What follows belongs to an exercise in optimizing a design on an open flow for small area and a short achievable clock period; a production flow would make more cautious choices. Only simulation tests tie the RTL to the original design; equivalence was not proved. Power is estimated from default activity; no workload was simulated.

File: flow/config.mk
export PLATFORM = sky130hd
export DESIGN_NAME = PE_array
export DESIGN_NICKNAME = PE_array
export VERILOG_FILES = /design/flow/design.v
export SDC_FILE = /design/flow/constraint.sdc
export NUM_CORES = 4
export LEC_CHECK = 0
export CAP_MARGIN = 20
export CORE_MARGIN = 2
export CORE_UTILIZATION = 40
export PLACE_DENSITY = 0.6
export SETUP_SLACK_MARGIN = 2.2
export SLEW_MARGIN = 20
export SYNTH_HIERARCHICAL = 1
export SYNTH_MINIMUM_KEEP_SIZE = 0
File: flow/constraint.sdc
create_clock -name core_clock -period 6.5 [get_ports {clk}]
set_input_delay 1.3000 -clock core_clock [delete_from_list [all_inputs] [get_ports {clk}]]
set_output_delay 1.3000 -clock core_clock [all_outputs]
set_load 0.01 [all_outputs]
File: flow/design.v
module PE (
	input              clk          ,
	input              rst_n        ,
	input              reset_pe     ,
	input              write_out_en ,
	input      [15:0]  top_in       ,
	input      [15:0]  left_in      ,
	input      [15:0]  mac_in       ,
	output reg [15:0]  bottom_out   ,
	output reg [15:0]  right_out    ,
	output reg [15:0]  mac_out
);
	wire [15:0] pp0 = {16{left_in[0]}} & top_in[15:0];
	wire [14:0] pp1 = {15{left_in[1]}} & top_in[14:0];
	wire [13:0] pp2 = {14{left_in[2]}} & top_in[13:0];
	wire [12:0] pp3 = {13{left_in[3]}} & top_in[12:0];
	wire [11:0] pp4 = {12{left_in[4]}} & top_in[11:0];
	wire [10:0] pp5 = {11{left_in[5]}} & top_in[10:0];
	wire [9:0] pp6 = {10{left_in[6]}} & top_in[9:0];
	wire [8:0] pp7 = {9{left_in[7]}} & top_in[8:0];
	wire [7:0] pp8 = {8{left_in[8]}} & top_in[7:0];
	wire [6:0] pp9 = {7{left_in[9]}} & top_in[6:0];
	wire [5:0] pp10 = {6{left_in[10]}} & top_in[5:0];
	wire [4:0] pp11 = {5{left_in[11]}} & top_in[4:0];
	wire [3:0] pp12 = {4{left_in[12]}} & top_in[3:0];
	wire [2:0] pp13 = {3{left_in[13]}} & top_in[2:0];
	wire [1:0] pp14 = {2{left_in[14]}} & top_in[1:0];
	wire [0:0] pp15 = {1{left_in[15]}} & top_in[0:0];
	reg  [15:0] accs ;
	reg  [15:9] accc ;
	wire n0, n1;
	HA u_n0 (.a(accs[0]), .b(pp0[0]), .s(n0), .co(n1));
	wire n2, n3;
	FA u_n2 (.a(accs[1]), .b(pp0[1]), .c(pp1[0]), .s(n2), .co(n3));
	wire n4, n5;
	HA u_n4 (.a(n1), .b(n2), .s(n4), .co(n5));
	wire n6, n7;
	FA u_n6 (.a(accs[2]), .b(pp0[2]), .c(pp1[1]), .s(n6), .co(n7));
	wire n8, n9;
	FA u_n8 (.a(pp2[0]), .b(n3), .c(n6), .s(n8), .co(n9));
	wire n10, n11;
	HA u_n10 (.a(n5), .b(n8), .s(n10), .co(n11));
	wire n12, n13;
	FA u_n12 (.a(accs[3]), .b(pp0[3]), .c(pp1[2]), .s(n12), .co(n13));
	wire n14, n15;
	FA u_n14 (.a(pp2[1]), .b(pp3[0]), .c(n7), .s(n14), .co(n15));
	wire n16, n17;
	FA u_n16 (.a(n12), .b(n14), .c(n9), .s(n16), .co(n17));
	wire n18, n19;
	HA u_n18 (.a(n11), .b(n16), .s(n18), .co(n19));
	wire n20, n21;
	FA u_n20 (.a(accs[4]), .b(pp0[4]), .c(pp1[3]), .s(n20), .co(n21));
	wire n22, n23;
	FA u_n22 (.a(pp2[2]), .b(pp3[1]), .c(pp4[0]), .s(n22), .co(n23));
	wire n24, n25;
	FA u_n24 (.a(n13), .b(n20), .c(n22), .s(n24), .co(n25));
	wire n26, n27;
	FA u_n26 (.a(n15), .b(n24), .c(n17), .s(n26), .co(n27));
	wire n28, n29;
	HA u_n28 (.a(n19), .b(n26), .s(n28), .co(n29));
	wire n30, n31;
	FA u_n30 (.a(accs[5]), .b(pp0[5]), .c(pp1[4]), .s(n30), .co(n31));
	wire n32, n33;
	FA u_n32 (.a(pp2[3]), .b(pp3[2]), .c(pp4[1]), .s(n32), .co(n33));
	wire n34, n35;
	FA u_n34 (.a(pp5[0]), .b(n21), .c(n23), .s(n34), .co(n35));
	wire n36, n37;
	FA u_n36 (.a(n30), .b(n32), .c(n25), .s(n36), .co(n37));
	wire n38, n39;
	FA u_n38 (.a(n34), .b(n36), .c(n27), .s(n38), .co(n39));
	wire n40, n41;
	FA u_n40 (.a(accs[6]), .b(pp0[6]), .c(pp1[5]), .s(n40), .co(n41));
	wire n42, n43;
	FA u_n42 (.a(pp2[4]), .b(pp3[3]), .c(pp4[2]), .s(n42), .co(n43));
	wire n44, n45;
	FA u_n44 (.a(pp5[1]), .b(pp6[0]), .c(n31), .s(n44), .co(n45));
	wire n46, n47;
	FA u_n46 (.a(n33), .b(n40), .c(n42), .s(n46), .co(n47));
	wire n48, n49;
	FA u_n48 (.a(n35), .b(n44), .c(n46), .s(n48), .co(n49));
	wire n50, n51;
	HA u_n50 (.a(n37), .b(n48), .s(n50), .co(n51));
	wire n52, n53;
	FA u_n52 (.a(accs[7]), .b(pp0[7]), .c(pp1[6]), .s(n52), .co(n53));
	wire n54, n55;
	FA u_n54 (.a(pp2[5]), .b(pp3[4]), .c(pp4[3]), .s(n54), .co(n55));
	wire n56, n57;
	FA u_n56 (.a(pp5[2]), .b(pp6[1]), .c(pp7[0]), .s(n56), .co(n57));
	wire n58, n59;
	FA u_n58 (.a(n41), .b(n43), .c(n52), .s(n58), .co(n59));
	wire n60, n61;
	FA u_n60 (.a(n54), .b(n56), .c(n45), .s(n60), .co(n61));
	wire n62, n63;
	FA u_n62 (.a(n47), .b(n58), .c(n60), .s(n62), .co(n63));
	wire n64, n65;
	HA u_n64 (.a(n49), .b(n51), .s(n64), .co(n65));
	wire n66, n67;
	FA u_n66 (.a(accs[8]), .b(pp0[8]), .c(pp1[7]), .s(n66), .co(n67));
	wire n68, n69;
	FA u_n68 (.a(pp2[6]), .b(pp3[5]), .c(pp4[4]), .s(n68), .co(n69));
	wire n70, n71;
	FA u_n70 (.a(pp5[3]), .b(pp6[2]), .c(pp7[1]), .s(n70), .co(n71));
	wire n72, n73;
	FA u_n72 (.a(pp8[0]), .b(n53), .c(n55), .s(n72), .co(n73));
	wire n74, n75;
	FA u_n74 (.a(n57), .b(n66), .c(n68), .s(n74), .co(n75));
	wire n76, n77;
	FA u_n76 (.a(n70), .b(n59), .c(n72), .s(n76), .co(n77));
	wire n78, n79;
	FA u_n78 (.a(n74), .b(n61), .c(n76), .s(n78), .co(n79));
	wire n80, n81;
	HA u_n80 (.a(n63), .b(n78), .s(n80), .co(n81));
	wire n82, n83;
	FA u_n82 (.a(accc[9]), .b(accs[9]), .c(pp0[9]), .s(n82), .co(n83));
	wire n84, n85;
	FA u_n84 (.a(pp1[8]), .b(pp2[7]), .c(pp3[6]), .s(n84), .co(n85));
	wire n86, n87;
	FA u_n86 (.a(pp4[5]), .b(pp5[4]), .c(pp6[3]), .s(n86), .co(n87));
	wire n88, n89;
	FA u_n88 (.a(pp7[2]), .b(pp8[1]), .c(pp9[0]), .s(n88), .co(n89));
	wire n90, n91;
	FA u_n90 (.a(n67), .b(n69), .c(n71), .s(n90), .co(n91));
	wire n92, n93;
	FA u_n92 (.a(n82), .b(n84), .c(n86), .s(n92), .co(n93));
	wire n94, n95;
	FA u_n94 (.a(n88), .b(n73), .c(n75), .s(n94), .co(n95));
	wire n96, n97;
	FA u_n96 (.a(n90), .b(n92), .c(n77), .s(n96), .co(n97));
	wire n98, n99;
	FA u_n98 (.a(n94), .b(n79), .c(n96), .s(n98), .co(n99));
	wire n100, n101;
	HA u_n100 (.a(n81), .b(n98), .s(n100), .co(n101));
	wire n102, n103;
	FA u_n102 (.a(accc[10]), .b(accs[10]), .c(pp0[10]), .s(n102), .co(n103));
	wire n104, n105;
	FA u_n104 (.a(pp10[0]), .b(pp1[9]), .c(pp2[8]), .s(n104), .co(n105));
	wire n106, n107;
	FA u_n106 (.a(pp3[7]), .b(pp4[6]), .c(pp5[5]), .s(n106), .co(n107));
	wire n108, n109;
	FA u_n108 (.a(pp6[4]), .b(pp7[3]), .c(pp8[2]), .s(n108), .co(n109));
	wire n110, n111;
	FA u_n110 (.a(pp9[1]), .b(n83), .c(n85), .s(n110), .co(n111));
	wire n112, n113;
	FA u_n112 (.a(n87), .b(n89), .c(n102), .s(n112), .co(n113));
	wire n114, n115;
	FA u_n114 (.a(n104), .b(n106), .c(n108), .s(n114), .co(n115));
	wire n116, n117;
	FA u_n116 (.a(n91), .b(n110), .c(n93), .s(n116), .co(n117));
	wire n118, n119;
	FA u_n118 (.a(n112), .b(n114), .c(n95), .s(n118), .co(n119));
	wire n120, n121;
	FA u_n120 (.a(n116), .b(n97), .c(n118), .s(n120), .co(n121));
	wire n122, n123;
	HA u_n122 (.a(n99), .b(n120), .s(n122), .co(n123));
	wire n124, n125;
	FA u_n124 (.a(accc[11]), .b(accs[11]), .c(pp0[11]), .s(n124), .co(n125));
	wire n126, n127;
	FA u_n126 (.a(pp10[1]), .b(pp11[0]), .c(pp1[10]), .s(n126), .co(n127));
	wire n128, n129;
	FA u_n128 (.a(pp2[9]), .b(pp3[8]), .c(pp4[7]), .s(n128), .co(n129));
	wire n130, n131;
	FA u_n130 (.a(pp5[6]), .b(pp6[5]), .c(pp7[4]), .s(n130), .co(n131));
	wire n132, n133;
	FA u_n132 (.a(pp8[3]), .b(pp9[2]), .c(n103), .s(n132), .co(n133));
	wire n134, n135;
	FA u_n134 (.a(n105), .b(n107), .c(n109), .s(n134), .co(n135));
	wire n136, n137;
	FA u_n136 (.a(n124), .b(n126), .c(n128), .s(n136), .co(n137));
	wire n138, n139;
	FA u_n138 (.a(n130), .b(n111), .c(n113), .s(n138), .co(n139));
	wire n140, n141;
	FA u_n140 (.a(n115), .b(n132), .c(n134), .s(n140), .co(n141));
	wire n142, n143;
	FA u_n142 (.a(n136), .b(n117), .c(n138), .s(n142), .co(n143));
	wire n144, n145;
	FA u_n144 (.a(n140), .b(n119), .c(n142), .s(n144), .co(n145));
	wire n146, n147;
	HA u_n146 (.a(n121), .b(n144), .s(n146), .co(n147));
	wire n148, n149;
	FA u_n148 (.a(accc[12]), .b(accs[12]), .c(pp0[12]), .s(n148), .co(n149));
	wire n150, n151;
	FA u_n150 (.a(pp10[2]), .b(pp11[1]), .c(pp12[0]), .s(n150), .co(n151));
	wire n152, n153;
	FA u_n152 (.a(pp1[11]), .b(pp2[10]), .c(pp3[9]), .s(n152), .co(n153));
	wire n154, n155;
	FA u_n154 (.a(pp4[8]), .b(pp5[7]), .c(pp6[6]), .s(n154), .co(n155));
	wire n156, n157;
	FA u_n156 (.a(pp7[5]), .b(pp8[4]), .c(pp9[3]), .s(n156), .co(n157));
	wire n158, n159;
	FA u_n158 (.a(n125), .b(n127), .c(n129), .s(n158), .co(n159));
	wire n160, n161;
	FA u_n160 (.a(n131), .b(n148), .c(n150), .s(n160), .co(n161));
	wire n162, n163;
	FA u_n162 (.a(n152), .b(n154), .c(n156), .s(n162), .co(n163));
	wire n164, n165;
	FA u_n164 (.a(n133), .b(n135), .c(n137), .s(n164), .co(n165));
	wire n166, n167;
	FA u_n166 (.a(n158), .b(n160), .c(n162), .s(n166), .co(n167));
	wire n168, n169;
	FA u_n168 (.a(n139), .b(n141), .c(n164), .s(n168), .co(n169));
	wire n170, n171;
	FA u_n170 (.a(n166), .b(n143), .c(n168), .s(n170), .co(n171));
	wire n172, n173;
	HA u_n172 (.a(n145), .b(n170), .s(n172), .co(n173));
	wire n174, n175;
	FA u_n174 (.a(accc[13]), .b(accs[13]), .c(pp0[13]), .s(n174), .co(n175));
	wire n176, n177;
	FA u_n176 (.a(pp10[3]), .b(pp11[2]), .c(pp12[1]), .s(n176), .co(n177));
	wire n178, n179;
	FA u_n178 (.a(pp13[0]), .b(pp1[12]), .c(pp2[11]), .s(n178), .co(n179));
	wire n180, n181;
	FA u_n180 (.a(pp3[10]), .b(pp4[9]), .c(pp5[8]), .s(n180), .co(n181));
	wire n182, n183;
	FA u_n182 (.a(pp6[7]), .b(pp7[6]), .c(pp8[5]), .s(n182), .co(n183));
	wire n184, n185;
	FA u_n184 (.a(pp9[4]), .b(n149), .c(n151), .s(n184), .co(n185));
	wire n186, n187;
	FA u_n186 (.a(n153), .b(n155), .c(n157), .s(n186), .co(n187));
	wire n188, n189;
	FA u_n188 (.a(n174), .b(n176), .c(n178), .s(n188), .co(n189));
	wire n190, n191;
	FA u_n190 (.a(n180), .b(n182), .c(n159), .s(n190), .co(n191));
	wire n192, n193;
	FA u_n192 (.a(n161), .b(n163), .c(n184), .s(n192), .co(n193));
	wire n194, n195;
	FA u_n194 (.a(n186), .b(n188), .c(n165), .s(n194), .co(n195));
	wire n196, n197;
	FA u_n196 (.a(n190), .b(n167), .c(n192), .s(n196), .co(n197));
	wire n198, n199;
	FA u_n198 (.a(n169), .b(n194), .c(n196), .s(n198), .co(n199));
	wire n200, n201;
	HA u_n200 (.a(n171), .b(n198), .s(n200), .co(n201));
	wire n202, n203;
	FA u_n202 (.a(accc[14]), .b(accs[14]), .c(pp0[14]), .s(n202), .co(n203));
	wire n204, n205;
	FA u_n204 (.a(pp10[4]), .b(pp11[3]), .c(pp12[2]), .s(n204), .co(n205));
	wire n206, n207;
	FA u_n206 (.a(pp13[1]), .b(pp14[0]), .c(pp1[13]), .s(n206), .co(n207));
	wire n208, n209;
	FA u_n208 (.a(pp2[12]), .b(pp3[11]), .c(pp4[10]), .s(n208), .co(n209));
	wire n210, n211;
	FA u_n210 (.a(pp5[9]), .b(pp6[8]), .c(pp7[7]), .s(n210), .co(n211));
	wire n212, n213;
	FA u_n212 (.a(pp8[6]), .b(pp9[5]), .c(n175), .s(n212), .co(n213));
	wire n214, n215;
	FA u_n214 (.a(n177), .b(n179), .c(n181), .s(n214), .co(n215));
	wire n216, n217;
	FA u_n216 (.a(n183), .b(n202), .c(n204), .s(n216), .co(n217));
	wire n218, n219;
	FA u_n218 (.a(n206), .b(n208), .c(n210), .s(n218), .co(n219));
	wire n220, n221;
	FA u_n220 (.a(n185), .b(n187), .c(n189), .s(n220), .co(n221));
	wire n222, n223;
	FA u_n222 (.a(n212), .b(n214), .c(n216), .s(n222), .co(n223));
	wire n224, n225;
	FA u_n224 (.a(n218), .b(n191), .c(n193), .s(n224), .co(n225));
	wire n226, n227;
	FA u_n226 (.a(n220), .b(n222), .c(n195), .s(n226), .co(n227));
	wire n228, n229;
	FA u_n228 (.a(n197), .b(n224), .c(n226), .s(n228), .co(n229));
	wire n230, n231;
	HA u_n230 (.a(n199), .b(n201), .s(n230), .co(n231));
	wire n232;
	X2 u_n232 (.a(accc[15]), .b(accs[15]), .y(n232));
	wire n233;
	X2 u_n233 (.a(n232), .b(pp0[15]), .y(n233));
	wire n234;
	X2 u_n234 (.a(pp10[5]), .b(pp11[4]), .y(n234));
	wire n235;
	X2 u_n235 (.a(pp12[3]), .b(pp13[2]), .y(n235));
	wire n236;
	X2 u_n236 (.a(pp14[1]), .b(pp15[0]), .y(n236));
	wire n237;
	X2 u_n237 (.a(pp1[14]), .b(pp2[13]), .y(n237));
	wire n238;
	X2 u_n238 (.a(pp3[12]), .b(pp4[11]), .y(n238));
	wire n239;
	X2 u_n239 (.a(pp5[10]), .b(pp6[9]), .y(n239));
	wire n240;
	X2 u_n240 (.a(pp7[8]), .b(pp8[7]), .y(n240));
	wire n241;
	X2 u_n241 (.a(pp9[6]), .b(n233), .y(n241));
	wire n242;
	X2 u_n242 (.a(n234), .b(n235), .y(n242));
	wire n243;
	X2 u_n243 (.a(n236), .b(n237), .y(n243));
	wire n244;
	X2 u_n244 (.a(n238), .b(n239), .y(n244));
	wire n245;
	X2 u_n245 (.a(n240), .b(n241), .y(n245));
	wire n246;
	X2 u_n246 (.a(n242), .b(n243), .y(n246));
	wire n247;
	X2 u_n247 (.a(n244), .b(n203), .y(n247));
	wire n248;
	X2 u_n248 (.a(n205), .b(n207), .y(n248));
	wire n249;
	X2 u_n249 (.a(n209), .b(n211), .y(n249));
	wire n250;
	X2 u_n250 (.a(n245), .b(n246), .y(n250));
	wire n251;
	X2 u_n251 (.a(n247), .b(n248), .y(n251));
	wire n252;
	X2 u_n252 (.a(n249), .b(n250), .y(n252));
	wire n253;
	X2 u_n253 (.a(n251), .b(n213), .y(n253));
	wire n254;
	X2 u_n254 (.a(n215), .b(n217), .y(n254));
	wire n255;
	X2 u_n255 (.a(n219), .b(n252), .y(n255));
	wire n256;
	X2 u_n256 (.a(n253), .b(n254), .y(n256));
	wire n257;
	X2 u_n257 (.a(n255), .b(n256), .y(n257));
	wire n258;
	X2 u_n258 (.a(n221), .b(n223), .y(n258));
	wire n259;
	X2 u_n259 (.a(n257), .b(n258), .y(n259));
	wire n260;
	X2 u_n260 (.a(n225), .b(n259), .y(n260));
	wire n261;
	X2 u_n261 (.a(n260), .b(n227), .y(n261));
	wire n262;
	X2 u_n262 (.a(n261), .b(n229), .y(n262));
	wire [15:0] ra = {n231, n228, n173, n147, n123, n101, n100, n65, n62, n50, n29, n28, n18, n10, n4, n0};
	wire [15:0] rb = {n262, n230, n200, n172, n146, n122, 1'b0, n80, n64, n39, n38, 1'b0, 1'b0, 1'b0, 1'b0, 1'b0};
	wire [4:0] blk = ra[8:5] + rb[8:5];
	wire [15:0] nxs = {ra[15:9], blk[3:0], ra[4:0]};
	wire [15:9] nxc = {rb[15:10], blk[4]};
	wire [15:0] acc = {accs[15:9] + accc[15:9], accs[8:0]} ;
	always @(posedge clk or negedge rst_n) begin
		if (!rst_n) begin
			accs       <= 16'd0 ;
			accc       <= 7'd0 ;
			bottom_out <= 16'd0 ;
			right_out  <= 16'd0 ;
			mac_out    <= 16'd0 ;
		end
		else begin
			accs       <= reset_pe ? 16'd0 : nxs ;
			accc       <= reset_pe ? 7'd0 : nxc ;
			bottom_out <= top_in ;
			right_out  <= left_in ;
			mac_out    <= write_out_en ? mac_in : acc ;
		end
	end
endmodule
module FA (input a, input b, input c, output s, output co);
	assign s  = a ^ b ^ c ;
	assign co = (a & b) | (a & c) | (b & c) ;
endmodule
module BS (input a1, input a0, input one, input two, input neg, output y);
	assign y = ((one & a1) | (two & a0)) ^ neg ;
endmodule
module X2 (input a, input b, output y);
	assign y = a ^ b ;
endmodule
module XN2 (input a, input b, output y);
	assign y = ~(a ^ b) ;
endmodule
module HA (input a, input b, output s, output co);
	assign s  = a ^ b ;
	assign co = a & b ;
endmodule
module PE_array #(
    parameter DATA_WIDTH    = 16 ,
    parameter SYSTOLIC_SIZE = 4
) (
    input                                       clk          ,
    input                                       rst_n        ,
    input                                       reset_pe     ,
    input                                       write_out_en ,
    input  [SYSTOLIC_SIZE * DATA_WIDTH - 1 : 0] wgt_in       ,
    input  [SYSTOLIC_SIZE * DATA_WIDTH - 1 : 0] ifm_in       ,
    output [SYSTOLIC_SIZE * DATA_WIDTH - 1 : 0] ofm_out
);
    wire [15:0] dn  [0:3][0:3] ;
    wire [15:0] rt  [0:3][0:3] ;
    wire [15:0] mo  [0:3][0:3] ;
    PE pe_0_0 (
        .clk (clk), .rst_n (rst_n), .reset_pe (reset_pe), .write_out_en (write_out_en),
        .top_in (wgt_in[15:0]), .left_in (ifm_in[15:0]), .mac_in (mo[0][1]),
        .bottom_out (dn[0][0]), .right_out (rt[0][0]), .mac_out (mo[0][0])
    );
    PE pe_0_1 (
        .clk (clk), .rst_n (rst_n), .reset_pe (reset_pe), .write_out_en (write_out_en),
        .top_in (wgt_in[31:16]), .left_in (rt[0][0]), .mac_in (mo[0][2]),
        .bottom_out (dn[0][1]), .right_out (rt[0][1]), .mac_out (mo[0][1])
    );
    PE pe_0_2 (
        .clk (clk), .rst_n (rst_n), .reset_pe (reset_pe), .write_out_en (write_out_en),
        .top_in (wgt_in[47:32]), .left_in (rt[0][1]), .mac_in (mo[0][3]),
        .bottom_out (dn[0][2]), .right_out (rt[0][2]), .mac_out (mo[0][2])
    );
    PE pe_0_3 (
        .clk (clk), .rst_n (rst_n), .reset_pe (reset_pe), .write_out_en (write_out_en),
        .top_in (wgt_in[63:48]), .left_in (rt[0][2]), .mac_in (16'd0),
        .bottom_out (dn[0][3]), .right_out (rt[0][3]), .mac_out (mo[0][3])
    );
    PE pe_1_0 (
        .clk (clk), .rst_n (rst_n), .reset_pe (reset_pe), .write_out_en (write_out_en),
        .top_in (dn[0][0]), .left_in (ifm_in[31:16]), .mac_in (mo[1][1]),
        .bottom_out (dn[1][0]), .right_out (rt[1][0]), .mac_out (mo[1][0])
    );
    PE pe_1_1 (
        .clk (clk), .rst_n (rst_n), .reset_pe (reset_pe), .write_out_en (write_out_en),
        .top_in (dn[0][1]), .left_in (rt[1][0]), .mac_in (mo[1][2]),
        .bottom_out (dn[1][1]), .right_out (rt[1][1]), .mac_out (mo[1][1])
    );
    PE pe_1_2 (
        .clk (clk), .rst_n (rst_n), .reset_pe (reset_pe), .write_out_en (write_out_en),
        .top_in (dn[0][2]), .left_in (rt[1][1]), .mac_in (mo[1][3]),
        .bottom_out (dn[1][2]), .right_out (rt[1][2]), .mac_out (mo[1][2])
    );
    PE pe_1_3 (
        .clk (clk), .rst_n (rst_n), .reset_pe (reset_pe), .write_out_en (write_out_en),
        .top_in (dn[0][3]), .left_in (rt[1][2]), .mac_in (16'd0),
        .bottom_out (dn[1][3]), .right_out (rt[1][3]), .mac_out (mo[1][3])
    );
    PE pe_2_0 (
        .clk (clk), .rst_n (rst_n), .reset_pe (reset_pe), .write_out_en (write_out_en),
        .top_in (dn[1][0]), .left_in (ifm_in[47:32]), .mac_in (mo[2][1]),
        .bottom_out (dn[2][0]), .right_out (rt[2][0]), .mac_out (mo[2][0])
    );
    PE pe_2_1 (
        .clk (clk), .rst_n (rst_n), .reset_pe (reset_pe), .write_out_en (write_out_en),
        .top_in (dn[1][1]), .left_in (rt[2][0]), .mac_in (mo[2][2]),
        .bottom_out (dn[2][1]), .right_out (rt[2][1]), .mac_out (mo[2][1])
    );
    PE pe_2_2 (
        .clk (clk), .rst_n (rst_n), .reset_pe (reset_pe), .write_out_en (write_out_en),
        .top_in (dn[1][2]), .left_in (rt[2][1]), .mac_in (mo[2][3]),
        .bottom_out (dn[2][2]), .right_out (rt[2][2]), .mac_out (mo[2][2])
    );
    PE pe_2_3 (
        .clk (clk), .rst_n (rst_n), .reset_pe (reset_pe), .write_out_en (write_out_en),
        .top_in (dn[1][3]), .left_in (rt[2][2]), .mac_in (16'd0),
        .bottom_out (dn[2][3]), .right_out (rt[2][3]), .mac_out (mo[2][3])
    );
    PE pe_3_0 (
        .clk (clk), .rst_n (rst_n), .reset_pe (reset_pe), .write_out_en (write_out_en),
        .top_in (dn[2][0]), .left_in (ifm_in[63:48]), .mac_in (mo[3][1]),
        .bottom_out (dn[3][0]), .right_out (rt[3][0]), .mac_out (mo[3][0])
    );
    PE pe_3_1 (
        .clk (clk), .rst_n (rst_n), .reset_pe (reset_pe), .write_out_en (write_out_en),
        .top_in (dn[2][1]), .left_in (rt[3][0]), .mac_in (mo[3][2]),
        .bottom_out (dn[3][1]), .right_out (rt[3][1]), .mac_out (mo[3][1])
    );
    PE pe_3_2 (
        .clk (clk), .rst_n (rst_n), .reset_pe (reset_pe), .write_out_en (write_out_en),
        .top_in (dn[2][2]), .left_in (rt[3][1]), .mac_in (mo[3][3]),
        .bottom_out (dn[3][2]), .right_out (rt[3][2]), .mac_out (mo[3][2])
    );
    PE pe_3_3 (
        .clk (clk), .rst_n (rst_n), .reset_pe (reset_pe), .write_out_en (write_out_en),
        .top_in (dn[2][3]), .left_in (rt[3][2]), .mac_in (16'd0),
        .bottom_out (dn[3][3]), .right_out (rt[3][3]), .mac_out (mo[3][3])
    );
    assign ofm_out[15:0] = mo[0][0] ;
    assign ofm_out[31:16] = mo[1][0] ;
    assign ofm_out[47:32] = mo[2][0] ;
    assign ofm_out[63:48] = mo[3][0] ;
endmodule
File: flow/run.sh
#!/bin/bash
# synth_recipe.tcl (not shown) runs the flow's synth.tcl, then flattens the netlist and writes it again
# the make line also repeats each setting of config.mk as NAME=value (left out here)
make -C /OpenROAD-flow-scripts/flow DESIGN_CONFIG=/design/flow/config.mk WORK_HOME=/design/flow/orfs CLKGATE_MAP_FILE= SYNTH_SCRIPT=/design/flow/synth_recipe.tcl finish
==> flow_metrics.tcl, run 1 <==
set metrics [dict create \
    setup_viol 0 \
    critPathRequiredTime_ns 7.11 \
    regToRegEndpoint "pe_1_1.accc[14]" \
    yosys_warnings 8 \
    drc 0 \
    internal_power_uw 24980 \
    power.density_nw_per_um2 418.0 \
    period_needed_ns 4.292 \
    finalCritPeriodShare_pct 66.03 \
    holdCritPathClass "flip-flop to flip-flop" \
    netlist_area_um2 90210 \
    r2r-start "pe_1_0.right_out[2]" \
    regToRegSetupSlack_ns 2.31 \
    viasPerCell 5.105 \
    ant_nets 0 \
    cp_cell_sequence "dlygate4sd2_1 > and2_1 > fa_1 > fa_2 > fa_2 > fa_1 > fa_1 > ha_4 > ha_2 > nor2b_1" \
    hpwl_um 178700 \
    p_sw_uw 16780 \
    rsz0062_at_grt "false" \
    syn_avg_cell_area_um2 12.67 \
    drtIter0Drc 2835 \
    skew_ns 0.04757 \
    min_to "pe_1_1.right_out[15]" \
    num_vias 52920 \
    worst_hold_path.num_cells 0 \
    netSwitchingFraction_pct 40.19 \
    crit_fanout 10 \
    start_util_pct 40.19 \
    status "timing/DRC/antenna clean" \
    fin_setup_tns_ns 0 \
    grt_pass1_wl_um 374400 \
    num-fill-cells 20370 \
    ir_worst_vdd_mv 0.3277 \
    final_cell_count_no_fill 10370 \
    grt_use_total_pct 21.38 \
    hold_violations 0 \
    design.core.area_um2 224500 \
    place_area_um2 96140 \
    cp-start-kind "input port" \
    htreeDepth 3 \
    crit_slowest_cell "fa_1" \
    post-place-cells 10150 \
    worst_pin_slew_ns 0.9952 \
    p_clk_share_pct 15.9 \
    cts_hold_buf 0 \
    reg2reg_depth 9 \
    clock_latency_ns 0.77 \
    p_comb_share_pct 61.1 \
    cp-end-kind "flip-flop" \
    firstDrtPassIters 5 \
    fp.dieW_um 478.9 \
    cts_buffers 114 \
    slew_headroom_pct 33.65 \
    power.leakage_uw 0.04607 \
    pin_count 196 \
    cp.arrival_ns 4.90 \
    layout-drive-gt1-share_pct 10.65 \
    area_delta_synth_final_pct 10.73 \
    multi_input_area_um2 64840 \
    cts_tree "built" \
    die_h_um 478.9 \
    max_stage_delay_ns 0.57 \
    slew_viol_final 0 \
    hold_ws_ns 0.3936 \
    cts_buffer_depth 3 \
    portBuffers 195 \
    die_area_um2 229300 \
    criticalPathCategory "input port to flip-flop" \
    pwr-share-seq_pct 22.9 \
    grt_max_degree 169 \
    grt_pass1_vias 61340 \
    ff_latch_area_um2 25280 \
    post_drt_wl_per_cell_um 22.87 \
    nets 9459 \
    max_freq_ghz 0.2330 \
    wl_um 237100 \
    grt_overflow 0 \
    gp_congestion 0.8828 \
    antenna_found_initial 22 \
    max-cap-violations 0 \
    clock_tree.root_cell "clkbuf_16" \
    hold_path.startpoint "pe_1_0.right_out[15]" \
    fp-row-count 174 \
    clk_pin_slew_worst_paths_ns 0.06 \
    design_area_um2 99890 \
    cts_sinks 1008 \
    path_common_cell "fa_1" \
    syn_inst 7121 \
]
per-layer routing:
metal  track usage (%)  vias to the layer above  part of all wire (%)
met1             28.91                    28600                    43
met2             35.70                     1323                    49
met4             5.836                       18                   2.9
li1                  -                    22590                     -
met5                 0                        -                 0.042
met3             3.487                      384                   5.1
per-stage QoR:
step                      utilization (%)  power (uW)  worst slack, ns
after floorplan                         -       28620            1.983
after global placement              42.83       34860            1.009
after detailed placement            42.83       35400           0.9566
after CTS                           44.54       42460            2.114
after global routing                44.50       46410            2.186
final                               44.50       41760            2.208
power by group through the flow:
stage	clock, uW	sequential, uW	combinational [uW]
after floorplan	0	8940	19700
after global placement	0	9720	25100
after detailed placement	0	9720	25700
after CTS	6840	9620	26000
after global routing	7100	9780	29500
final	6650	9580	25500
critical path, delay by kind of cell:
family / cells / cell delay [ns]
buffers and inverters: 1 / 0.40
AND/OR/NAND/NOR: 2 / 0.39
adder cells (fa/ha/maj): 7 / 2.81
cell usage in the layout, fill, tap and decap left out, types with 11 or more instances in the layout:
| cell | n |
|---|---|
| fa_2 | 197 |
| nand2_1 | 96 |
| clkdlybuf4s50_1 | 89 |
| dlygate4sd2_1 | 26 |
| xor2_1 | 544 |
| nor3_1 | 16 |
| o21ai_0 | 80 |
| and2_4 | 44 |
| o21a_1 | 16 |
| a211oi_1 | 16 |
| o311a_1 | 16 |
| clkinvlp_4 | 11 |
| dfrtp_2 | 40 |
| clkinv_4 | 12 |
| clkbuf_16 | 119 |
| clkinv_2 | 17 |
| ha_1 | 367 |
| inv_6 | 12 |
| inv_1 | 16 |
| clkbuf_2 | 52 |
| a21o_1 | 64 |
| a21oi_1 | 96 |
| clkdlybuf4s15_2 | 17 |
| or4_1 | 16 |
| and2_1 | 2132 |
| xnor2_1 | 64 |
| conb_1 | 64 |
| dfrtp_1 | 967 |
| buf_4 | 28 |
| mux2_2 | 176 |
| o211a_1 | 16 |
| o211ai_1 | 16 |
| nor2_1 | 64 |
| nor2b_1 | 320 |
| clkbuf_8 | 15 |
| fa_1 | 1467 |
area by class of cell:
cell class                      count  share of cell area (%)
Multi-Input combinational cell   5904                   64.91
Sequential cell                  1008                   25.31
Tap cell                         2992                   3.748
Clock buffer                      144                   3.225
Timing Repair Buffer              235                   2.118
Clock inverter                     62                  0.6225
Inverter                           16                 0.06012
Antenna cell                        5                 0.01253
repair_timing:
action,4_1_cts,5_1_grt
pin swaps,6,26
gates cloned,0,0
resized for setup,151,151
buffers inserted,4,6
setup endpoints to repair,118,47
worst max path at each step:
| stage | startpoint | endpoint | slack [ns] |
|---|---|---|---|
| floorplan | wgt_in[3] | pe_0_0.accc[14] | 1.98 |
| global placement | ifm_in[48] | pe_3_0.accc[14] | 1.01 |
| CTS | ifm_in[10] | pe_0_0.accc[14] | 2.11 |
| global route | ifm_in[23] | pe_1_0.accc[14] | 2.19 |
| detailed placement | ifm_in[18] | pe_1_0.accc[14] | 0.96 |
| finish | ifm_in[23] | pe_1_0.accc[14] | 2.21 |
==> inputs of run 2 (changes only) <==
--- a/flow/config.mk
+++ b/flow/config.mk
@@ -9,7 +9,7 @@
 export CORE_MARGIN = 2
 export CORE_UTILIZATION = 40
 export PLACE_DENSITY = 0.6
-export SETUP_SLACK_MARGIN = 2.2
+export SETUP_SLACK_MARGIN = 2.6
 export SLEW_MARGIN = 20
 export SYNTH_HIERARCHICAL = 1
 export SYNTH_MINIMUM_KEEP_SIZE = 0
==> flow_metrics.tcl, run 2 <==
set metrics [dict create \
    status "timing/DRC/antenna clean" \
    area_delta_synth_final_pct 15.90 \
    p_total_uw 44480 \
    worst_pin_slew_ns 0.9474 \
    num_vias 53810 \
    cts_buffer_depth 3 \
    die_h_um 478.9 \
    htreeDepth 3 \
    grt_max_degree 160 \
    cts_tree "built" \
    gp_congestion 0.8832 \
    crit_slowest_cell "fa_1" \
    max_stage_delay_ns 0.49 \
    num-fill-cells 19970 \
    max-cap-violations 0 \
    internal_power_uw 26730 \
    path_common_cell "fa_2" \
    finalCritPeriodShare_pct 60.45 \
    crit_fanout 17 \
    post_drt_wl_per_cell_um 23.13 \
    wl_um 244800 \
    firstDrtPassIters 7 \
    pin_count 196 \
    fp.dieW_um 478.9 \
    pwr-share-seq_pct 21.4 \
    clock_tree.root_cell "clkbuf_16" \
    hold_ws_ns 0.3819 \
    grt_pass1_wl_um 382500 \
    cts_hold_buf 0 \
    clock_latency_ns 0.76 \
    layout-drive-gt1-share_pct 22.80 \
    cp-end-kind "flip-flop" \
    power.density_nw_per_um2 425.5 \
    critPathTopFamily "adder cells" \
    design.core.area_um2 224500 \
    max_freq_ghz 0.2545 \
    period_needed_ns 3.929 \
    die_area_um2 229300 \
    fp-row-count 174 \
    setup_viol 0 \
    cts_buffers 114 \
    fin_setup_tns_ns 0 \
    p_sw_uw 17760 \
    criticalPathCategory "input port to flip-flop" \
    viasPerCell 5.084 \
    antenna_found_initial 21 \
    slew_viol_final 0 \
    yosys_warnings 8 \
    skew_ns 0.03110 \
    ant_nets 0 \
    holdCritPathClass "flip-flop to flip-flop" \
    slew_headroom_pct 36.84 \
    grt_overflow 0 \
    final_common_cell "and2_1" \
    layout_common_cells "and2_1 (2009), fa_1 (1179), dfrtp_1 (803), xor2_1 (543), fa_2 (485)" \
    netSwitchingFraction_pct 39.92 \
    grt_use_total_pct 21.85 \
    cp.arrival_ns 4.53 \
    start_util_pct 40.19 \
    nets 9665 \
    portBuffers 195 \
    netlist_area_um2 90210 \
    syn_inst 7121 \
    p_comb_share_pct 63.4 \
    p_clk_share_pct 15.2 \
    cts_sinks 1008 \
    critPathRequiredTime_ns 7.10 \
    critPathBufInv 1 \
    hold_violations 0 \
    rsz0062_at_grt "true" \
    ir_worst_vdd_mv 0.3699 \
    grt_pass1_vias 62870 \
    cp-start-kind "input port" \
    cp_cell_sequence "buf_8 > and2_4 > fa_2 > fa_1 > fa_2 > fa_2 > fa_2 > ha_4 > fa_2 > a21o_1 > a21oi_2 > nor2_1" \
    drtIter0Drc 2899 \
    drc 0 \
    hpwl_um 179100 \
    power.leakage_uw 0.04704 \
    clk_pin_slew_worst_paths_ns 0.07 \
    syn_avg_cell_area_um2 12.67 \
]
## run 2: what timing repair did
item	4_1_cts	5_1_grt
resized for setup	998	381
cloned	1	2
buffers inserted	145	73
pin swaps	120	223
endpoints found under the setup margin	218	100
## run 2: area by class of cell
cell class | count | area [um^2] | share of cell area (%)
Clock buffer | 139 | 3151 | 3.013
Antenna cell | 8 | 20.02 | 0.01915
Tap cell | 2992 | 3744 | 3.580
Multi-Input combinational cell | 5904 | 66720 | 63.81
Clock inverter | 76 | 797.0 | 0.7623
Inverter | 16 | 60.06 | 0.05744
Timing Repair Buffer | 441 | 4502 | 4.306
Sequential cell | 1008 | 25570 | 24.45
## run 2: worst paths after layout
check	from	end	slack, ns	depth (start not counted)
min	pe_1_1.bottom_out[15]	pe_2_1.bottom_out[15]	0.38	0
max in group asynchronous	rst_n	pe_0_1.bottom_out[0]	4.33	2
max reg2reg	pe_1_0.right_out[0]	pe_1_1.accc[14]	2.58	10
min in group asynchronous	rst_n	pe_3_3.accs[6]	0.47	1
min reg2reg	pe_1_1.bottom_out[15]	pe_2_1.bottom_out[15]	0.38	0
max	ifm_in[0]	pe_0_0.accc[9]	2.57	12
## run 2: per-stage QoR
step,cell area [um^2],setup WS (ns),std cells,util (%)
floorplan,92240,1.983,7184,-
global placement,96790,0.9739,10140,43.12
detailed placement,96790,0.9277,10140,43.12
CTS,102600,2.511,10500,45.73
global route,104500,2.483,10580,46.57
finish,104600,2.571,10580,46.58
## run 2: worst reg2reg max path: cells and delay by family, from the launching register on
kind,cells,cell delay [ns]
fa+ha+maj,7,2.85
buf+inv,1,0.15
flops,1,0.51
simple gates,2,0.27
## run 2: metal layers
layer | GRT usage [%] | part of all wire (%)
met1 | 29.39 | 43
met2 | 36.79 | 50
met3 | 3.395 | 4.7
met4 | 5.970 | 2.8
met5 | 0 | 0.033
## run 2: power by group through the flow
stage | sequential, uW | clock [uW] | combinational, uW
detailed placement | 9700 | 0 | 26400
global placement | 9700 | 0 | 25800
floorplan | 8940 | 0 | 20300
CTS | 9570 | 6950 | 27300
finish | 9520 | 6760 | 28200
global route | 9720 | 7210 | 32500
==> inputs of run 3 (changes only) <==
--- a/flow/config.mk
+++ b/flow/config.mk
@@ -9,7 +9,7 @@
 export CORE_MARGIN = 2
 export CORE_UTILIZATION = 40
 export PLACE_DENSITY = 0.6
-export SETUP_SLACK_MARGIN = 2.6
+export SETUP_SLACK_MARGIN = 3.0
 export SLEW_MARGIN = 20
 export SYNTH_HIERARCHICAL = 1
 export SYNTH_MINIMUM_KEEP_SIZE = 0
==> flow_metrics.tcl, run 3 <==
set metrics [dict create \
    status "timing/DRC/antenna clean" \
    design_area_um2 112200 \
    cts_tree "built" \
    die_h_um 478.9 \
    design.core.area_um2 224500 \
    criticalPathCategory "input port to flip-flop" \
    wl_um 259700 \
    layout-drive-gt1-share_pct 37.17 \
    cts_buffer_depth 3 \
    clk_pin_slew_worst_paths_ns 0.06 \
    power.density_nw_per_um2 445.5 \
    crit_slowest_cell "fa_1" \
    drtIter0Drc 3017 \
    hpwl_um 179700 \
    antenna_found_initial 20 \
    cp-end-kind "flip-flop" \
    grt_overflow 0 \
    start_util_pct 40.19 \
    cp.depth 13 \
    regToRegSetupSlack_ns 2.62 \
    slew_headroom_pct 34.96 \
    netlist_area_um2 90210 \
    rsz0062_at_grt "true" \
    syn_avg_cell_area_um2 12.67 \
    firstDrtPassIters 5 \
    clock_latency_ns 0.78 \
    skew_ns 0.04659 \
    fp-row-count 174 \
    die_area_um2 229300 \
    num-fill-cells 19180 \
    post_drt_wl_per_cell_um 23.69 \
    finalCritPeriodShare_pct 60.35 \
    hold_violations 0 \
    worst_pin_slew_ns 0.9757 \
    drc 0 \
    period_needed_ns 3.923 \
    cts_buffers 115 \
    path_common_cell "fa_2" \
    layout_common_cells "and2_1 (1809), fa_2 (902), fa_1 (762), dfrtp_1 (762), xor2_1 (538)" \
    max_stage_delay_ns 0.48 \
    htreeDepth 3 \
    grt_use_total_pct 23.02 \
    pin_count 196 \
    ant_nets 0 \
    max_freq_ghz 0.2549 \
    gp_congestion 0.8814 \
    max-cap-violations 0 \
    slew_viol_final 0 \
    critPathRequiredTime_ns 7.13 \
    area_delta_synth_final_pct 24.32 \
    fin_setup_tns_ns 0 \
    portBuffers 195 \
    grt_pass1_vias 64550 \
    worst_hold_path.num_cells 0 \
    num_vias 55820 \
    cts_sinks 1008 \
    viasPerCell 5.092 \
    cp_cell_sequence "buf_6 > buf_6 > and2_4 > fa_2 > fa_1 > fa_2 > fa_2 > fa_2 > ha_4 > fa_2 > a21o_1 > a21oi_2 > nor2_1" \
    power.leakage_uw 0.04937 \
    final_common_cell "and2_1" \
    cp-start-kind "input port" \
    grt_max_degree 157 \
    critPathBufInv 2 \
    reg2reg_depth 12 \
    critPathTopFamily "adder cells" \
    nets 10050 \
    holdCritPathClass "flip-flop to flip-flop" \
    setup_viol 0 \
    fp.dieW_um 478.9 \
    ir_worst_vdd_mv 0.3289 \
    cp.arrival_ns 4.55 \
    clock_tree.root_cell "clkbuf_16" \
    grt_pass1_wl_um 401000 \
    crit_fanout 5 \
    place_area_um2 97330 \
    yosys_warnings 8 \
    syn_inst 7121 \
]
==> run 3: cell type report <==
| cell class | instances | area, um^2 | area share, % |
|---|---|---|---|
| timing repair buffer | 823 | 8496 | 7.575 |
| tap | 2992 | 3744 | 3.338 |
| sequential | 1008 | 25620 | 22.84 |
| antenna | 8 | 20.02 | 0.01785 |
| multi-input combinational | 5904 | 70150 | 62.55 |
| clock inverter | 70 | 884.6 | 0.7887 |
| clock buffer | 142 | 3181 | 2.836 |
| inverter | 16 | 60.06 | 0.05355 |
==> run 3: power by group <==
part	total [uW]	internal (uW)	switching (uW)
clock network	7040	4130	2910
logic	33400	18500	14900
registers	9530	8010	1520
==> run 3: repair_timing <==
| action | CTS | global route |
|---|---|---|
| resized for setup | 1847 | 505 |
| setup endpoints to repair | 298 | 272 |
| pin swaps | 542 | 495 |
| hold buffers | 0 | 0 |
| buffers inserted | 459 | 127 |
| cloned | 6 | 4 |
==> run 3: path summary, 6_finish.rpt <==
path / to / start
min in group asynchronous: pe_3_3.accs[6] / rst_n
worst min-delay path: pe_1_1.right_out[15] / pe_1_0.right_out[15]
worst max register to register: pe_1_2.accc[9] / pe_1_1.right_out[0]
max in group asynchronous: pe_0_0.right_out[0] / rst_n
worst max-delay path: pe_0_3.accc[9] / wgt_in[49]
worst min register to register: pe_1_1.right_out[15] / pe_1_0.right_out[15]
==> run 3: metrics by stage <==
step                      hold WS (ns)  util, %  std cells  total power (uW)  setup WS (ns)
after floorplan                 0.3467        -       7184             29470          1.983
after global placement          0.3563    43.36      10150             35800         0.9362
after detailed placement        0.3679    43.36      10150             36370         0.9077
after CTS                       0.3321    48.52      10820             47180          2.580
after global routing            0.3479    49.96      10960             54940          2.513
final                           0.3416    49.97      10960             49970          2.577
==> run 3: per-layer routing <==
layer  global-route usage (%)  wire length, um  vias up
li1                         -                -    23800
met1                    30.81           109900    30110
met2                    38.75           128600     1434
met3                    3.478            12460      475
met4                    6.815             8717        8
met5                        0               40        -
==> inputs of run 4 (changes only) <==
--- a/flow/config.mk
+++ b/flow/config.mk
@@ -7,9 +7,9 @@
 export LEC_CHECK = 0
 export CAP_MARGIN = 20
 export CORE_MARGIN = 2
-export CORE_UTILIZATION = 40
-export PLACE_DENSITY = 0.6
-export SETUP_SLACK_MARGIN = 3.0
+export CORE_UTILIZATION = 50
+export PLACE_DENSITY = 0.75
+export SETUP_SLACK_MARGIN = 2.6
 export SLEW_MARGIN = 20
 export SYNTH_HIERARCHICAL = 1
 export SYNTH_MINIMUM_KEEP_SIZE = 0
==> flow_metrics.tcl, run 4 <==
set metrics [dict create \
    path_common_cell "fa_1" \
    ant_nets 0 \
    period_needed_ns 3.981 \
    post_drt_wl_per_cell_um 24.00 \
    holdCritPathClass "flip-flop to flip-flop" \
    setup_viol 0 \
    wl_um 238100 \
    slew_viol_final 0 \
    yosys_warnings 8 \
    max_stage_delay_ns 0.58 \
    fp.dieW_um 428.8 \
    cp.depth 10 \
    area_delta_synth_final_pct 14.47 \
    viasPerCell 5.576 \
    grt_pass1_vias 64140 \
    post-place-cells 9499 \
    regToRegSetupSlack_ns 2.53 \
    crit_slowest_cell "fa_1" \
    p_total_uw 44560 \
    finalCritPeriodShare_pct 61.25 \
    grt_use_total_pct 26.54 \
    cts_sinks 1008 \
    ir_worst_vdd_mv 0.3960 \
    cts_buffer_depth 3 \
    syn_inst 7121 \
    slew_headroom_pct 38.05 \
    die_area_um2 183800 \
    fin_setup_tns_ns 0 \
    fp-row-count 155 \
    cp-end-kind "flip-flop" \
    critPathTopFamily "adder cells" \
    hold_violations 0 \
    cts_buffers 109 \
    max-cap-violations 0 \
    power.leakage_uw 0.04686 \
    htreeDepth 3 \
    layout-drive-gt1-share_pct 22.07 \
    criticalPathCategory "input port to flip-flop" \
    antenna_found_initial 11 \
    clock_latency_ns 0.77 \
    worst_pin_slew_ns 0.9293 \
    power.density_nw_per_um2 431.5 \
    cp-startpoint "ifm_in[33]" \
    final_cell_count_no_fill 9920 \
    max_freq_ghz 0.2512 \
    layout_common_cells "and2_1 (2023), fa_1 (1172), dfrtp_1 (816), xor2_1 (542), fa_2 (492)" \
    critPathRequiredTime_ns 7.11 \
    status "timing/DRC/antenna clean" \
    fin_util_pct 57.75 \
    hold_ws_ns 0.3896 \
    clk_pin_slew_worst_paths_ns 0.06 \
    design.core.area_um2 178800 \
    r2r-start "pe_1_0.right_out[0]" \
    clock_tree.root_cell "clkbuf_16" \
    start_util_pct 50.45 \
    reg2reg_depth 10 \
    drc 0 \
    grt_overflow 0 \
    hpwl_um 171900 \
    die_h_um 428.8 \
    firstDrtPassIters 6 \
    skew_ns 0.03294 \
    rsz0062_at_grt "true" \
    critPathBufInv 1 \
    num_vias 55320 \
    cts_tree "built" \
    portBuffers 195 \
    netlist_area_um2 90210 \
    regToRegEndpoint "pe_1_1.accc[14]" \
    grt_pass1_wl_um 375800 \
    nets 9647 \
    crit_end "pe_2_0.accc[14]" \
    syn_avg_cell_area_um2 12.67 \
    gp_congestion 0.9137 \
    final_common_cell "and2_1" \
    grt_max_degree 162 \
    drtIter0Drc 3770 \
    cp-start-kind "input port" \
    pin_count 196 \
    cp.arrival_ns 4.59 \
    crit_fanout 5 \
    cp_cell_sequence "buf_12 > and2_4 > fa_1 > fa_2 > fa_1 > fa_1 > fa_1 > ha_4 > ha_4 > nor2b_4" \
    cts_hold_buf 0 \
]
==> run 4: per-layer routing <==
| metal | global-route usage [%] | routed length, um | up-vias |
|---|---|---|---|
| li1 | - | - | 22980 |
| met1 | 34.49 | 93180 | 29540 |
| met2 | 44.90 | 119800 | 2168 |
| met3 | 3.670 | 13900 | 620 |
| met4 | 10.99 | 11160 | 10 |
| met5 | 0 | 59 | - |
==> run 4: worst min-delay path by stage <==
stage | cells after the start | to | slack [ns] | start
after floorplan | 0 | pe_0_1.right_out[15] | 0.35 | pe_0_0.right_out[15]
after global placement | 0 | pe_1_1.right_out[15] | 0.35 | pe_1_0.right_out[15]
after detailed placement | 0 | pe_1_1.right_out[15] | 0.36 | pe_1_0.right_out[15]
after CTS | 0 | pe_1_1.right_out[15] | 0.39 | pe_1_0.right_out[15]
after global routing | 0 | pe_1_1.right_out[15] | 0.41 | pe_1_0.right_out[15]
final | 0 | pe_1_1.right_out[15] | 0.39 | pe_1_0.right_out[15]
==> run 4: layout make-up <==
| cell class | count | area [um^2] |
|---|---|---|
| Fill cell | 13960 | 75550 |
| Multi-Input combinational cell | 5904 | 66600 |
| Sequential cell | 1008 | 25520 |
| Timing Repair Buffer | 428 | 4205 |
| Clock buffer | 142 | 3104 |
| Tap cell | 2355 | 2947 |
| Clock inverter | 60 | 818.3 |
| Inverter | 16 | 60.06 |
| Antenna cell | 7 | 17.52 |
==> run 4: where the power goes <==
group	total, uW	leakage (uW)	switching (uW)	internal [uW]
combinational	28200	0.0326	13500	14700
sequential	9540	0.0123	1540	8000
clock	6780	0.00193	2800	3990
total	44600	0.0469	17800	26700
==> run 4: stage by stage <==
stage          area, um^2  worst slack, ns
3_3_place_gp        95970           0.9987
4_1_cts            101300            2.489
6_report           103300            2.519
3_5_place_dp        95970           0.9081
2_1_floorplan       92240            1.983
5_1_grt            103300            2.454
==> run 4: repair_timing <==
item,in CTS,in global routing
setup buffers,120,89
gates resized for setup,923,394
pin swaps,108,208
gates cloned,1,2
setup endpoints to repair,209,90
==> run 4: worst register-to-register path, stage by stage (launching register included) <==
cell     delay [ns]
dfrtp_4        0.52
buf_12         0.16
and2_4         0.16
fa_2           0.38
fa_1           0.47
fa_1           0.50
fa_1           0.53
fa_1           0.59
ha_2           0.20
ha_4           0.19
nor2b_1        0.12
==> inputs of run 5 (changes only) <==
--- a/flow/design.v
+++ b/flow/design.v
@@ -67,7 +67,7 @@
 	wire n36, n37;
 	FA u_n36 (.a(n30), .b(n32), .c(n25), .s(n36), .co(n37));
 	wire n38, n39;
-	FA u_n38 (.a(n34), .b(n36), .c(n27), .s(n38), .co(n39));
+	FAX u_n38 (.a(n34), .b(n36), .c(n27), .s(n38), .co(n39));
 	wire n40, n41;
 	FA u_n40 (.a(accs[6]), .b(pp0[6]), .c(pp1[5]), .s(n40), .co(n41));
 	wire n42, n43;
@@ -127,7 +127,7 @@
 	wire n96, n97;
 	FA u_n96 (.a(n90), .b(n92), .c(n77), .s(n96), .co(n97));
 	wire n98, n99;
-	FA u_n98 (.a(n94), .b(n79), .c(n96), .s(n98), .co(n99));
+	FAX u_n98 (.a(n94), .b(n79), .c(n96), .s(n98), .co(n99));
 	wire n100, n101;
 	HA u_n100 (.a(n81), .b(n98), .s(n100), .co(n101));
 	wire n102, n103;
@@ -149,9 +149,9 @@
 	wire n118, n119;
 	FA u_n118 (.a(n112), .b(n114), .c(n95), .s(n118), .co(n119));
 	wire n120, n121;
-	FA u_n120 (.a(n116), .b(n97), .c(n118), .s(n120), .co(n121));
+	FAX u_n120 (.a(n116), .b(n97), .c(n118), .s(n120), .co(n121));
 	wire n122, n123;
-	HA u_n122 (.a(n99), .b(n120), .s(n122), .co(n123));
+	HA u_n122 (.a(n120), .b(n99), .s(n122), .co(n123));
 	wire n124, n125;
 	FA u_n124 (.a(accc[11]), .b(accs[11]), .c(pp0[11]), .s(n124), .co(n125));
 	wire n126, n127;
@@ -173,9 +173,9 @@
 	wire n142, n143;
 	FA u_n142 (.a(n136), .b(n117), .c(n138), .s(n142), .co(n143));
 	wire n144, n145;
-	FA u_n144 (.a(n140), .b(n119), .c(n142), .s(n144), .co(n145));
+	FAX u_n144 (.a(n140), .b(n119), .c(n142), .s(n144), .co(n145));
 	wire n146, n147;
-	HA u_n146 (.a(n121), .b(n144), .s(n146), .co(n147));
+	HA u_n146 (.a(n144), .b(n121), .s(n146), .co(n147));
 	wire n148, n149;
 	FA u_n148 (.a(accc[12]), .b(accs[12]), .c(pp0[12]), .s(n148), .co(n149));
 	wire n150, n151;
@@ -199,9 +199,9 @@
 	wire n168, n169;
 	FA u_n168 (.a(n139), .b(n141), .c(n164), .s(n168), .co(n169));
 	wire n170, n171;
-	FA u_n170 (.a(n166), .b(n143), .c(n168), .s(n170), .co(n171));
+	FAX u_n170 (.a(n166), .b(n143), .c(n168), .s(n170), .co(n171));
 	wire n172, n173;
-	HA u_n172 (.a(n145), .b(n170), .s(n172), .co(n173));
+	HA u_n172 (.a(n170), .b(n145), .s(n172), .co(n173));
 	wire n174, n175;
 	FA u_n174 (.a(accc[13]), .b(accs[13]), .c(pp0[13]), .s(n174), .co(n175));
 	wire n176, n177;
@@ -227,9 +227,9 @@
 	wire n196, n197;
 	FA u_n196 (.a(n190), .b(n167), .c(n192), .s(n196), .co(n197));
 	wire n198, n199;
-	FA u_n198 (.a(n169), .b(n194), .c(n196), .s(n198), .co(n199));
+	FAX u_n198 (.a(n169), .b(n194), .c(n196), .s(n198), .co(n199));
 	wire n200, n201;
-	HA u_n200 (.a(n171), .b(n198), .s(n200), .co(n201));
+	HA u_n200 (.a(n198), .b(n171), .s(n200), .co(n201));
 	wire n202, n203;
 	FA u_n202 (.a(accc[14]), .b(accs[14]), .c(pp0[14]), .s(n202), .co(n203));
 	wire n204, n205;
@@ -255,11 +255,11 @@
 	wire n224, n225;
 	FA u_n224 (.a(n218), .b(n191), .c(n193), .s(n224), .co(n225));
 	wire n226, n227;
-	FA u_n226 (.a(n220), .b(n222), .c(n195), .s(n226), .co(n227));
+	FAX u_n226 (.a(n220), .b(n222), .c(n195), .s(n226), .co(n227));
 	wire n228, n229;
-	FA u_n228 (.a(n197), .b(n224), .c(n226), .s(n228), .co(n229));
+	FAX u_n228 (.a(n197), .b(n224), .c(n226), .s(n228), .co(n229));
 	wire n230, n231;
-	HA u_n230 (.a(n199), .b(n201), .s(n230), .co(n231));
+	HA u_n230 (.a(n199), .b(n228), .s(n230), .co(n231));
 	wire n232;
 	X2 u_n232 (.a(accc[15]), .b(accs[15]), .y(n232));
 	wire n233;
@@ -322,7 +322,7 @@
 	X2 u_n261 (.a(n260), .b(n227), .y(n261));
 	wire n262;
 	X2 u_n262 (.a(n261), .b(n229), .y(n262));
-	wire [15:0] ra = {n231, n228, n173, n147, n123, n101, n100, n65, n62, n50, n29, n28, n18, n10, n4, n0};
+	wire [15:0] ra = {n231, n201, n173, n147, n123, n101, n100, n65, n62, n50, n29, n28, n18, n10, n4, n0};
 	wire [15:0] rb = {n262, n230, n200, n172, n146, n122, 1'b0, n80, n64, n39, n38, 1'b0, 1'b0, 1'b0, 1'b0, 1'b0};
 	wire [4:0] blk = ra[8:5] + rb[8:5];
 	wire [15:0] nxs = {ra[15:9], blk[3:0], ra[4:0]};
@@ -352,6 +352,15 @@
 module BS (input a1, input a0, input one, input two, input neg, output y);
 	assign y = ((one & a1) | (two & a0)) ^ neg ;
 endmodule
+module FAX (input a, input b, input c, output s, output co);
+	wire ab ;
+	X2 u_x0 (.a(a), .b(b), .y(ab));
+	X2 u_x1 (.a(ab), .b(c), .y(s));
+	MJ u_mj (.a(a), .b(b), .c(c), .y(co));
+endmodule
+module MJ (input a, input b, input c, output y);
+	assign y = (a & b) | (a & c) | (b & c) ;
+endmodule
 module X2 (input a, input b, output y);
 	assign y = a ^ b ;
 endmodule
--- a/flow/config.mk
+++ b/flow/config.mk
@@ -7,9 +7,9 @@
 export LEC_CHECK = 0
 export CAP_MARGIN = 20
 export CORE_MARGIN = 2
-export CORE_UTILIZATION = 50
-export PLACE_DENSITY = 0.75
-export SETUP_SLACK_MARGIN = 2.6
+export CORE_UTILIZATION = 40
+export PLACE_DENSITY = 0.6
+export SETUP_SLACK_MARGIN = 2.8
 export SLEW_MARGIN = 20
 export SYNTH_HIERARCHICAL = 1
 export SYNTH_MINIMUM_KEEP_SIZE = 0
==> flow_metrics.tcl, run 5 <==
set metrics [dict create \
    fp.dieW_um 481.8 \
    hpwl_um 181100 \
    reg2reg_depth 11 \
    drc 0 \
    grt_pass1_wl_um 385300 \
    regToRegSetupSlack_ns 2.75 \
    design_area_um2 106500 \
    crit_fanout 5 \
    regToRegEndpoint "pe_3_1.accc[11]" \
    hold_ws_ns 0.3809 \
    critPathRequiredTime_ns 7.09 \
    final_common_cell "and2_1" \
    die_area_um2 232200 \
    grt_overflow 0 \
    cp.arrival_ns 4.34 \
    fin_setup_tns_ns 0 \
    cp-startpoint "ifm_in[12]" \
    r2r-start "pe_3_0.right_out[1]" \
    start_util_pct 40.18 \
    ir_worst_vdd_mv 0.3136 \
    status "timing/DRC/antenna clean" \
    fin_util_pct 46.88 \
    drtIter0Drc 2737 \
    layout-drive-gt1-share_pct 23.51 \
    hold_violations 0 \
    ff_latch_area_um2 25500 \
    layout_common_cells "and2_1 (2026), fa_1 (1075), dfrtp_1 (851), xor2_1 (766), fa_2 (461)" \
    area_delta_synth_final_pct 16.65 \
    place_area_um2 97930 \
    design.core.area_um2 227300 \
    p_total_uw 48260 \
    multi_input_area_um2 68470 \
    crit_end "pe_0_0.accc[14]" \
    num-fill-cells 20290 \
    slew_viol_final 0 \
    cts_sinks 1008 \
    holdCritPathClass "flip-flop to flip-flop" \
    grt_use_total_pct 21.73 \
    period_needed_ns 3.750 \
    syn_inst 7377 \
    clock_latency_ns 0.77 \
    die_h_um 481.8 \
    firstDrtPassIters 5 \
    grt_pass1_vias 63390 \
    pin_count 196 \
    grt_max_degree 169 \
    portBuffers 195 \
    cts_buffers 114 \
    power.density_nw_per_um2 453.0 \
    viasPerCell 5.122 \
    cp-end-kind "flip-flop" \
    crit_slowest_cell "fa_2" \
    ant_nets 0 \
    syn_avg_cell_area_um2 12.38 \
    wl_um 250000 \
    finalCritPeriodShare_pct 57.69 \
    power.leakage_uw 0.04792 \
    htreeDepth 3 \
    path_common_cell "fa_2" \
    skew_ns 0.04009 \
    worst_pin_slew_ns 1.144 \
    max-cap-violations 0 \
    cts_buffer_depth 3 \
    cp_cell_sequence "clkdlybuf4s15_2 > and2_4 > fa_2 > fa_2 > fa_2 > fa_2 > maj3_2 > ha_2 > nor2b_1" \
    num_vias 55650 \
    nets 9799 \
    rsz0062_at_grt "true" \
    hold_path.startpoint "pe_3_0.right_out[15]" \
    fp-row-count 175 \
    clk_pin_slew_worst_paths_ns 0.07 \
    cts_tree "built" \
    netlist_area_um2 91330 \
    slew_headroom_pct 23.72 \
    cp-start-kind "input port" \
    criticalPathCategory "input port to flip-flop" \
    cts_hold_buf 0 \
    post_drt_wl_per_cell_um 23.01 \
    max_freq_ghz 0.2667 \
    yosys_warnings 8 \
    clock_tree.root_cell "clkbuf_16" \
    max_stage_delay_ns 0.59 \
    antenna_found_initial 20 \
    gp_congestion 0.8623 \
    setup_viol 0 \
]
run 5: metrics by stage:
| step | worst slack [ns] | std cells |
|---|---|---|
| floorplan | 2.284 | 7440 |
| global placement | 1.164 | 10410 |
| detailed placement | 1.159 | 10410 |
| CTS | 2.755 | 10730 |
| global route | 2.642 | 10850 |
| finish | 2.750 | 10860 |
run 5: per-layer routing:
layer  vias up  global-route usage, %  part of all wire (%)
li1      23950                      -                     -
met1     29900                  29.41                    43
met2      1410                  36.77                    50
met3       377                  3.044                   4.6
met4        10                  5.455                   2.6
met5         -                      0                 0.025
run 5: worst max-delay path, delay by kind of cell:
family / cells / cell delay (ns)
AND/OR/NAND/NOR: 2 / 0.31
buffers and inverters: 1 / 0.25
adder cells (fa/ha/maj): 6 / 2.47
run 5: final cells by class:
cell class	count	area share [%]
Multi-Input combinational cell	6160	64.27
Sequential cell	1008	23.93
Antenna cell	12	0.02819
Inverter	16	0.05637
Clock inverter	69	0.9524
Clock buffer	143	2.970
Tap cell	3009	3.534
Timing Repair Buffer	447	4.258
run 5: report_power, final:
part	internal [uW]	total, uW	switching [uW]	leakage [uW]
Combinational	16800	31500	14700	0.0335
Clock	4310	7190	2880	0.00203
Sequential	8000	9570	1570	0.0124
run 5: how the worst min path moves through the flow:
stage                                       to  depth (start not counted)
final                     pe_3_1.right_out[15]                          0
after global routing      pe_1_1.right_out[15]                          0
after CTS                 pe_3_1.right_out[15]                          0
after detailed placement  pe_3_1.right_out[15]                          0
after global placement    pe_3_1.right_out[15]                          0
after floorplan           pe_0_1.right_out[15]                          0
run 5: timing repair:
| action | CTS | global route |
|---|---|---|
| buffers inserted | 105 | 119 |
| pin swaps | 79 | 495 |
| resized for setup | 804 | 674 |
| gates cloned | 0 | 7 |
| setup endpoints to repair | 221 | 134 |
==> inputs of run 6 (changes only) <==
--- a/flow/config.mk
+++ b/flow/config.mk
@@ -9,7 +9,7 @@
 export CORE_MARGIN = 2
 export CORE_UTILIZATION = 40
 export PLACE_DENSITY = 0.6
-export SETUP_SLACK_MARGIN = 2.8
+export SETUP_SLACK_MARGIN = 2.6
 export SLEW_MARGIN = 20
 export SYNTH_HIERARCHICAL = 1
 export SYNTH_MINIMUM_KEEP_SIZE = 0
==> flow_metrics.tcl, run 6 <==
set metrics [dict create \
    setup_viol 0 \
    criticalPathCategory "input port to flip-flop" \
    ir_worst_vdd_mv 0.3355 \
    max_freq_ghz 0.2592 \
    grt_pass1_vias 62840 \
    fp.dieW_um 481.8 \
    critPathRequiredTime_ns 7.10 \
    yosys_warnings 8 \
    drtIter0Drc 2911 \
    max-cap-violations 0 \
    layout_common_cells "and2_1 (2093), fa_1 (1316), dfrtp_1 (927), xor2_1 (796), nor2b_1 (320)" \
    design.core.area_um2 227300 \
    rsz0062_at_grt "true" \
    pin_count 196 \
    place_area_um2 97990 \
    hold_path.startpoint "pe_3_0.right_out[15]" \
    power.density_nw_per_um2 441.8 \
    r2r-start "pe_2_2.right_out[0]" \
    grt_overflow 0 \
    area_delta_synth_final_pct 12.27 \
    firstDrtPassIters 8 \
    worst_pin_slew_ns 0.9334 \
    grt_use_total_pct 21.50 \
    syn_inst 7377 \
    die_h_um 481.8 \
    clock_tree.root_cell "clkbuf_16" \
    wl_um 242400 \
    grt_max_degree 158 \
    gp_congestion 0.8653 \
    multi_input_area_um2 66720 \
    num_vias 54860 \
    antenna_found_initial 23 \
    layout-drive-gt1-share_pct 15.67 \
    slew_viol_final 0 \
    slew_headroom_pct 37.77 \
    status "timing/DRC/antenna clean" \
    cts_buffer_depth 3 \
    viasPerCell 5.113 \
    design_area_um2 102500 \
    power.leakage_uw 0.04710 \
    crit_fanout 5 \
    die_area_um2 232200 \
    hpwl_um 180600 \
    ant_nets 0 \
    nets 9661 \
    final_common_cell "and2_1" \
    holdCritPathClass "flip-flop to flip-flop" \
    reg2reg_depth 10 \
    clk_pin_slew_worst_paths_ns 0.07 \
    cp-startpoint "ifm_in[12]" \
    fp-row-count 175 \
    fin_setup_tns_ns 0 \
    skew_ns 0.04314 \
    post_drt_wl_per_cell_um 22.60 \
    hold_violations 0 \
    cts_buffers 116 \
    cts_tree "built" \
    finalCritPeriodShare_pct 59.35 \
    period_needed_ns 3.858 \
    drc 0 \
    cts_sinks 1008 \
    worst_hold_path.num_cells 0 \
    cp.arrival_ns 4.46 \
    netlist_area_um2 91330 \
    cp-start-kind "input port" \
    clock_latency_ns 0.77 \
    syn_avg_cell_area_um2 12.38 \
    cp-end-kind "flip-flop" \
    start_util_pct 40.18 \
    ff_latch_area_um2 25370 \
    portBuffers 195 \
    htreeDepth 3 \
    num-fill-cells 20740 \
    grt_pass1_wl_um 380600 \
]
-- run 6: stage by stage --
stage	utilization, %	instances	worst slack [ns]	total power, uW	hold WS [ns]
floorplan	-	7440	2.284	31920	0.3467
global placement	43.11	10420	1.134	37730	0.3676
detailed placement	43.11	10420	1.154	38400	0.3620
CTS	45.03	10670	2.601	45770	0.3903
global route	45.10	10720	2.552	50160	0.3997
finish	45.12	10730	2.642	45300	0.3866
-- run 6: worst max-delay path: stages --
cell and delay (ns):
dlygate4sd2_1 0.33, and2_4 0.21, fa_2 0.39, fa_1 0.50, fa_1 0.42, fa_1 0.53
xor2_1 0.18, xor2_1 0.19, ha_2 0.29, nor2b_1 0.12
-- run 6: area by class of cell --
class                           count  area share, %
Antenna cell                       11        0.02684
Clock buffer                      142          3.124
Clock inverter                     76         0.8554
Inverter                           16        0.05857
Multi-Input combinational cell   6160          65.07
Sequential cell                  1008          24.74
Tap cell                         3009          3.672
Timing Repair Buffer              307          2.454
-- run 6: final timing paths --
kind	to	slack, ns
worst min register to register	pe_3_1.right_out[15]	0.39
worst min-delay path	pe_3_1.right_out[15]	0.39
max in group asynchronous	pe_0_2.bottom_out[1]	4.44
worst max-delay path	pe_0_0.accc[14]	2.64
worst max register to register	pe_2_3.accc[14]	2.67
min in group asynchronous	pe_3_3.accs[6]	0.57
-- run 6: report_power, final --
part           switching, uW  internal (uW)  total [uW]  leakage, uW
Sequential              1550           7990        9540       0.0124
Combinational          13700          15100       28800       0.0327
Clock                   2930           4050        6980      0.00198
Total                  18200          27100       45300       0.0471
-- run 6: layer usage --
layer	wire (um)	track usage [%]	vias to the layer above	share of wire (%)
met4	6886	5.726	14	2.8
met2	119200	36.09	1374	49
li1	-	-	23680	-
met5	86	0	-	0.035
met3	12530	3.398	392	5.2
met1	103700	28.95	29390	43
-- run 6: timing repair --
| item | CTS | global route |
|---|---|---|
| resized for setup | 339 | 264 |
| setup buffers | 34 | 47 |
| hold buffers | 0 | 0 |
| setup endpoints to repair | 151 | 80 |
| pin swaps | 1 | 21 |

==> re-timing with driven ports <==
In the flow no input, the clock included, has a driving cell. The finished layouts below were timed again as built, in two steps. Step 1: set_driving_cell puts a clkbuf_16 on clk and a buf_2 on each other input, an assumption about the parent block. Step 2 times the ports against the registers' clock, not the clock port: input delays grow and output delays shrink by t, the midpoint of the rising clock arrivals with the driver on. a / b / c = ideal / step 1 / step 2; a / b = the first two.
run	t (ns)	slack for setup (ns)	cell pins on the clock port's net
run 1	0.827	2.208 / 2.223 / 1.396	1
run 2	0.826	2.571 / 2.522 / 1.696	1
run 3	0.840	2.577 / 2.596 / 1.756	1
run 4	0.833	2.519 / 2.505 / 1.673	1
run 5	0.837	2.750 / 2.678 / 1.840	1
run 6	0.837	2.642 / 2.648 / 1.812	1
After both steps every run listed still meets setup and hold. For run 5, which loses most, drivers alone change the setup slack by -0.072 ns; drivers and shift together by -0.910 ns.
